Background: an optimization exercise with open tools, aiming at small area. Do not read the settings as production practice.
Only simulation tests tie the RTL to the original design; equivalence was not proved.
Power and IR drop assume default switching activity.

==> flow/design.v <==
module fsm
(
    input clk, reset,
    input start,
    input pfinish,
    input stop,
    output logic enable,
    output logic wr,
    output logic view,
    output logic last,
    output logic [3:0] nint,
    output logic [9:0] sel
);
    logic pf_ff, st_ff;
    always_ff @(posedge clk)
    begin
        pf_ff <= pfinish;
        st_ff <= stop;
    end
    wire pe = pfinish & ~pf_ff;
    wire se = stop & ~st_ff;
    logic run;
    logic [3:0] cnt;
    assign enable = run & ~view;
    wire fin = se | (pe & (nint == 4'd9));
    assign last = (cnt == nint);
    wire go = ~view & (run | start);
    wire inter = go & pe & ~(run & fin);
    always_ff @(posedge clk, posedge reset)
        if (reset)
        begin
            run <= 1'b0;
            view <= 1'b0;
            nint <= '0;
            cnt <= '0;
        end
        else
        begin
            if (view)
            begin
                run <= ~run & (pe | se);
                if (~run)
                begin
                    if (pe)
                        cnt <= last ? 4'd0 : cnt + 4'd1;
                    else if (se)
                        cnt <= (cnt == 4'd0) ? nint : cnt - 4'd1;
                end
            end
            else
            begin
                if (run | start)
                    run <= ~fin | ~run;
                if (run & fin)
                    view <= 1'b1;
                if (wr)
                    cnt <= cnt + 4'd1;
                if (inter)
                    nint <= nint + 4'd1;
            end
        end
    always_ff @(posedge clk, posedge reset)
        if (reset)
            wr <= 1'b0;
        else
            wr <= inter;
    genvar k;
    generate
        for (k = 0; k < 10; k++)
        begin: seldec
            assign sel[k] = (cnt == k);
        end
    endgenerate
endmodule
module counter100
(
    input logic clk, reset, inc,
    output logic [6:0] c
);
    function automatic [3:0] inc9(input [3:0] d);
        inc9 = {(d[3] & ~d[0]) | (d[2] & d[1] & d[0]),
                d[2] ^ (d[1] & d[0]),
                ~d[3] & (d[1] ^ d[0]),
                ~d[0]};
    endfunction
    always_ff @(posedge clk, posedge reset)
        if (reset)
            c <= '0;
        else if (inc)
        begin
            if (~c[6])
            begin
                if (c[2:0] == 3'd7)
                    c <= {3'b100, c[5:3], 1'b0};
                else
                    c[2:0] <= c[2:0] + 3'd1;
            end
            else if (~c[5])
            begin
                if (~c[0])
                    c[0] <= 1'b1;
                else if (c[3:1] == 3'd7)
                    c <= 7'b1100000;
                else
                    c <= {1'b0, c[3:1] + 3'd1, 3'b000};
            end
            else
            begin
                if (~(c[3] & c[0]))
                    c[3:0] <= inc9(c[3:0]);
                else if (~c[4])
                    c <= 7'b1110000;
                else
                    c <= 7'b0000000;
            end
        end
endmodule
module counter60
(
    input logic clk, reset, inc,
    output logic [5:0] c
);
    wire [2:0] t = c[3:1];
    always_ff @(posedge clk, posedge reset)
        if (reset)
            c <= '0;
        else if (inc)
        begin
            if (~(c[5] & c[4]))
            begin
                if (c[2:0] == 3'd7)
                    c <= {2'b11, c[5:3], 1'b0};
                else
                    c[2:0] <= c[2:0] + 3'd1;
            end
            else if (~c[0])
                c[0] <= 1'b1;
            else
                c <= {(t[1] & t[0]) | (t[2] & ~t[0]), ~t[2] & (t[1] ^ t[0]), ~t[0], 3'b000};
        end
endmodule
module dec7
(
    input [6:0] c,
    output logic [3:0] a, b
);
    always_comb
        if (~c[6])
            {a, b} = {1'b0, c[5:3], 1'b0, c[2:0]};
        else if (c[5])
            {a, b} = {3'b100, c[4], c[3:0]};
        else
            {a, b} = {1'b0, c[3:1], 3'b100, c[0]};
endmodule
module counters
(
    input logic clk,
    input logic tick,
    input logic reset,
    input logic enable,
    output logic [18:0] code
);
    logic [6:0] h;
    logic [5:0] s, m;
    wire c0 = enable & tick;
    wire c1 = c0 & h[6] & h[5] & h[4] & h[3] & h[0];
    wire c2 = c1 & s[5] & s[4] & s[3] & s[1] & s[0];
    counter100 ch (.clk(clk), .reset(reset), .inc(c0), .c(h));
    counter60 cs (.clk(clk), .reset(reset), .inc(c1), .c(s));
    counter60 cm (.clk(clk), .reset(reset), .inc(c2), .c(m));
    assign code = {m, s, h};
endmodule
module clk_div
(
    input logic clk, enable,
    output logic tick
);
    logic [3:0] d;
    assign tick = d[3] & d[1];
    always_ff @(posedge clk)
        d <= ~enable ? 4'd0 : tick ? 4'd1 : d + 4'd1;
endmodule
module blinkgen
(
    input clk,
    input reset,
    output logic blink
);
    logic [6:0] s;
    wire z = (s[5:0] == 6'd0);
    always_ff @(posedge clk, posedge reset)
        if (reset)
        begin
            s <= '0;
            blink <= 1'b0;
        end
        else
        begin
            s <= {s[5:0], s[6] ^ s[5] ^ z};
            if (z & s[6])
                blink <= ~blink;
        end
endmodule
module res_mem
(
    input clk,
    input [9:0] sel,
    input [18:0] wrdata,
    input we,
    input rdmem,
    output logic [18:0] rddata
);
    logic [18:0] data [0:8];
    always_ff @(posedge clk)
        for (int i = 0; i < 9; i++)
            if (we && sel[i])
                data[i] <= wrdata;
    always_comb
    begin
        rddata = rdmem ? 19'd0 : wrdata;
        for (int j = 0; j < 9; j++)
            rddata = rddata | ({19{rdmem & sel[j]}} & data[j]);
    end
endmodule
module view_led
(
    input [3:0] nint,
    input [9:0] sel,
    input blink,
    input view,
    output logic [9:0] led
);
    genvar i;
    generate
        for (i = 0; i < 10; i++)
        begin: ledassign
            assign led[i] = ((nint > i) | (view & (nint == i))) & ~(view & sel[i] & ~blink);
        end
    endgenerate
endmodule
module dig2seg
(
    input logic [3:0] dig,
    output logic [6:0] seg
);
    wire A = dig[3], B = dig[2], C = dig[1], D = dig[0];
    assign seg[0] = ~(A | C | (B & D) | (~B & ~D));
    assign seg[1] = ~(~B | (~C & ~D) | (C & D));
    assign seg[2] = ~(B | ~C | D);
    assign seg[3] = ~(A | (~B & ~D) | (~B & C) | (C & ~D) | (B & ~C & D));
    assign seg[4] = ~((~B & ~D) | (C & ~D));
    assign seg[5] = ~(A | (~C & ~D) | (B & ~C) | (B & ~D));
    assign seg[6] = ~(A | (~B & C) | (B & ~C) | (C & ~D));
endmodule
module seg60
(
    input [5:0] c,
    output logic [13:0] s
);
    always_comb
        case (c)
            6'd0: s = 14'd8256;
            6'd1: s = 14'd8313;
            6'd2: s = 14'd8228;
            6'd3: s = 14'd8240;
            6'd4: s = 14'd8217;
            6'd5: s = 14'd8210;
            6'd6: s = 14'd8194;
            6'd7: s = 14'd8312;
            6'd8: s = 14'd15552;
            6'd9: s = 14'd15609;
            6'd10: s = 14'd15524;
            6'd11: s = 14'd15536;
            6'd12: s = 14'd15513;
            6'd13: s = 14'd15506;
            6'd14: s = 14'd15490;
            6'd15: s = 14'd15608;
            6'd16: s = 14'd4672;
            6'd17: s = 14'd4729;
            6'd18: s = 14'd4644;
            6'd19: s = 14'd4656;
            6'd20: s = 14'd4633;
            6'd21: s = 14'd4626;
            6'd22: s = 14'd4610;
            6'd23: s = 14'd4728;
            6'd24: s = 14'd6208;
            6'd25: s = 14'd6265;
            6'd26: s = 14'd6180;
            6'd27: s = 14'd6192;
            6'd28: s = 14'd6169;
            6'd29: s = 14'd6162;
            6'd30: s = 14'd6146;
            6'd31: s = 14'd6264;
            6'd32: s = 14'd3264;
            6'd33: s = 14'd3321;
            6'd34: s = 14'd3236;
            6'd35: s = 14'd3248;
            6'd36: s = 14'd3225;
            6'd37: s = 14'd3218;
            6'd38: s = 14'd3202;
            6'd39: s = 14'd3320;
            6'd40: s = 14'd2368;
            6'd41: s = 14'd2425;
            6'd42: s = 14'd2340;
            6'd43: s = 14'd2352;
            6'd44: s = 14'd2329;
            6'd45: s = 14'd2322;
            6'd46: s = 14'd2306;
            6'd47: s = 14'd2424;
            6'd48: s = 14'd8192;
            6'd49: s = 14'd8208;
            6'd50: s = 14'd15488;
            6'd51: s = 14'd15504;
            6'd52: s = 14'd4608;
            6'd53: s = 14'd4624;
            6'd54: s = 14'd6144;
            6'd55: s = 14'd6160;
            6'd56: s = 14'd3200;
            6'd57: s = 14'd3216;
            6'd58: s = 14'd2304;
            6'd59: s = 14'd2320;
            6'd60: s = 14'd3200;
            6'd61: s = 14'd3216;
            6'd62: s = 14'd2304;
            6'd63: s = 14'd2320;
        endcase
endmodule
module display
(
    input logic [18:0] code,
    output logic [6:0] hex0,
    output logic [6:0] hex1,
    output logic [6:0] hex2,
    output logic [6:0] hex3,
    output logic [6:0] hex4,
    output logic [6:0] hex5
);
    logic [3:0] h0, h1;
    dec7 dh (.c(code[6:0]), .a(h1), .b(h0));
    dig2seg ds1 (.dig(h0), .seg(hex0));
    dig2seg ds2 (.dig(h1), .seg(hex1));
    seg60 ss (.c(code[12:7]), .s({hex3, hex2}));
    seg60 sm (.c(code[18:13]), .s({hex5, hex4}));
endmodule
module stopwatch
(
    input clk,
    input reset,
    input start,
    input pfinish,
    input stop,
    output [6:0] hex0,
    output [6:0] hex1,
    output [6:0] hex2,
    output [6:0] hex3,
    output [6:0] hex4,
    output [6:0] hex5,
    output [9:0] led
);
    logic enable, wr, view, last, blink, tick;
    logic [3:0] nint;
    logic [9:0] sel;
    logic [18:0] code, rcode;
    fsm fsm
    (
        .clk(clk),
        .reset(reset),
        .start(start),
        .pfinish(pfinish),
        .stop(stop),
        .enable(enable),
        .wr(wr),
        .view(view),
        .last(last),
        .nint(nint),
        .sel(sel)
    );
    blinkgen bl (.clk(clk), .reset(reset), .blink(blink));
    view_led vl (.nint(nint), .sel(sel), .blink(blink), .view(view), .led(led));
    clk_div cdiv (.clk(clk), .enable(enable), .tick(tick));
    counters c (.clk(clk), .tick(tick), .reset(reset), .enable(enable), .code(code));
    res_mem rm (.clk(clk), .sel(sel), .wrdata(code), .we(wr), .rdmem(view & ~last), .rddata(rcode));
    display d (.code(rcode), .hex0(hex0), .hex1(hex1), .hex2(hex2), .hex3(hex3), .hex4(hex4), .hex5(hex5));
endmodule
==> flow/config.mk <==
export PLATFORM = sky130hd
export DESIGN_NAME = stopwatch
export DESIGN_NICKNAME = stopwatch
export VERILOG_FILES = /design/flow/design.v
export SDC_FILE = /design/flow/constraint.sdc
export NUM_CORES = 4
export LEC_CHECK = 0
export CAP_MARGIN = 20
export CORE_MARGIN = 2
export CORE_UTILIZATION = 70
export PLACE_DENSITY = 0.85
export SLEW_MARGIN = 20
==> flow/constraint.sdc <==
create_clock -name core_clock -period 10.0 [get_ports {clk}]
set_input_delay 2.0000 -clock core_clock [delete_from_list [all_inputs] [get_ports {clk}]]
set_output_delay 2.0000 -clock core_clock [all_outputs]
set_load 0.01 [all_outputs]
standard.sh (not shown) runs the stock make flow with config.mk's settings and CLKGATE_MAP_FILE= SYNTH_SCRIPT=/design/flow/synth_recipe.tcl, a recipe that flattens the netlist after the stock synthesis.
==> flow/flow/run.sh <==
#!/bin/bash
# Standard ORFS layout with area-oriented knobs:
#  - synthesis: the standard flow's synthesis script with the combinational mapping done by
#    an area-oriented ABC script (flow/area.abc) and no adder extraction;
#    registers are mapped exactly as in the standard synthesis
#  - small port buffers, small clock buffers without dummy loads
# Each tool's output goes to the ORFS logs under orfs/logs; make's output to flow.log.
set -euo pipefail
W=$(pwd)
export AREA_ABC_SCRIPT=$W/flow/area.abc
bash standard.sh \
  SYNTH_SCRIPT=$W/flow/mysynth.tcl \
  ADDER_MAP_FILE= \
  'BUFFER_PORTS_ARGS=-buffer_cell sky130_fd_sc_hd__buf_1' \
  'CTS_ARGS=-sink_clustering_enable -repair_clock_nets -dont_use_dummy_load -buf_list sky130_fd_sc_hd__clkbuf_8 -sink_clustering_size 18 -sink_clustering_max_diameter 60' \
  finish > flow.log 2>&1
==> flow/flow/area.abc <==
strash
&get -n
&deepsyn -T 30
&dch -f
&nf -R 1000
&put
==> flow/flow/mysynth.tcl <==
proc synth {args} { yosys synth -nofsm -noshare {*}$args }
# map the combinational logic with an area-oriented ABC script
proc abc {args} {
  set i [lsearch -exact $args -script]
  if {$i >= 0} { lset args [expr {$i + 1}] $::env(AREA_ABC_SCRIPT) }
  set j [lsearch -exact $args -D]
  if {$j >= 0} { set args [lreplace $args $j [expr {$j + 1}]] }
  yosys abc {*}$args
}
source $::env(SCRIPTS_DIR)/synth.tcl
# left out here: clear keep_hierarchy, flatten, clean up, hide names made inside functions, write 1_2_yosys.v
Change:
--- a/flow/design.v
+++ b/flow/design.v
@@ -22,7 +22,7 @@
     logic run;
     logic [3:0] cnt;
     assign enable = run & ~view;
-    wire fin = se | (pe & (nint == 4'd9));
+    wire fin = se | (pe & nint[3] & nint[0]);   
     assign last = (cnt == nint);
     wire go = ~view & (run | start);
     wire inter = go & pe & ~(run & fin);
@@ -64,13 +64,16 @@
             wr <= 1'b0;
         else
             wr <= inter;
-    genvar k;
-    generate
-        for (k = 0; k < 10; k++)
-        begin: seldec
-            assign sel[k] = (cnt == k);
-        end
-    endgenerate
+    assign sel[0] = ~cnt[3] & ~cnt[2] & ~cnt[1] & ~cnt[0];
+    assign sel[1] = ~cnt[3] & ~cnt[2] & ~cnt[1] & cnt[0];
+    assign sel[2] = ~cnt[2] & cnt[1] & ~cnt[0];
+    assign sel[3] = ~cnt[2] & cnt[1] & cnt[0];
+    assign sel[4] = cnt[2] & ~cnt[1] & ~cnt[0];
+    assign sel[5] = cnt[2] & ~cnt[1] & cnt[0];
+    assign sel[6] = cnt[2] & cnt[1] & ~cnt[0];
+    assign sel[7] = cnt[2] & cnt[1] & cnt[0];
+    assign sel[8] = cnt[3] & ~cnt[0];
+    assign sel[9] = cnt[3] & cnt[0];
 endmodule
 module counter100
 (
Outcome: Register-to-register slack is better by 0.09 ns; total power rises by well over a third; global-route usage rises by 0.35 points; cell area rises slightly; synthesized cell count does not change; worst setup slack is better by 0.12 ns; via count stays flat; routed wire length hardly moves; utilization is about the same; area after synthesis hardly moves; die area is about the same; critical path depth is unchanged; sequential power rises by a few percent.

==> port drivers added, routing unchanged <==
Ports are ideal in the flow. The routed layouts listed here were re-timed in OpenROAD. Step 1 sets driving cells, clkbuf_16 on the clock port and buf_2 on the other inputs (assumed; they add their load-dependent delay and slew). Step 2 adds t to the input delays and takes it off the output delays; t is the mean of the earliest and latest rising clock arrival at the registers after step 1. Input paths then give back, and output paths get back, about the clock's delay inside the block. Slacks: ideal / step 1 / step 2; pairs: ideal / step 1.
run	shift t [ns]	setup WS [ns]	worst setup path at the end	clock arrival spread, ns	worst slew at a driven data input, ns
the first run	0.514	2.605 / 2.567 / 3.081	register to output	0.063 / 0.063	0.03
the second run	0.513	2.723 / 2.688 / 3.201	register to output	0.047 / 0.046	0.03
After both steps every run listed still meets setup and hold.
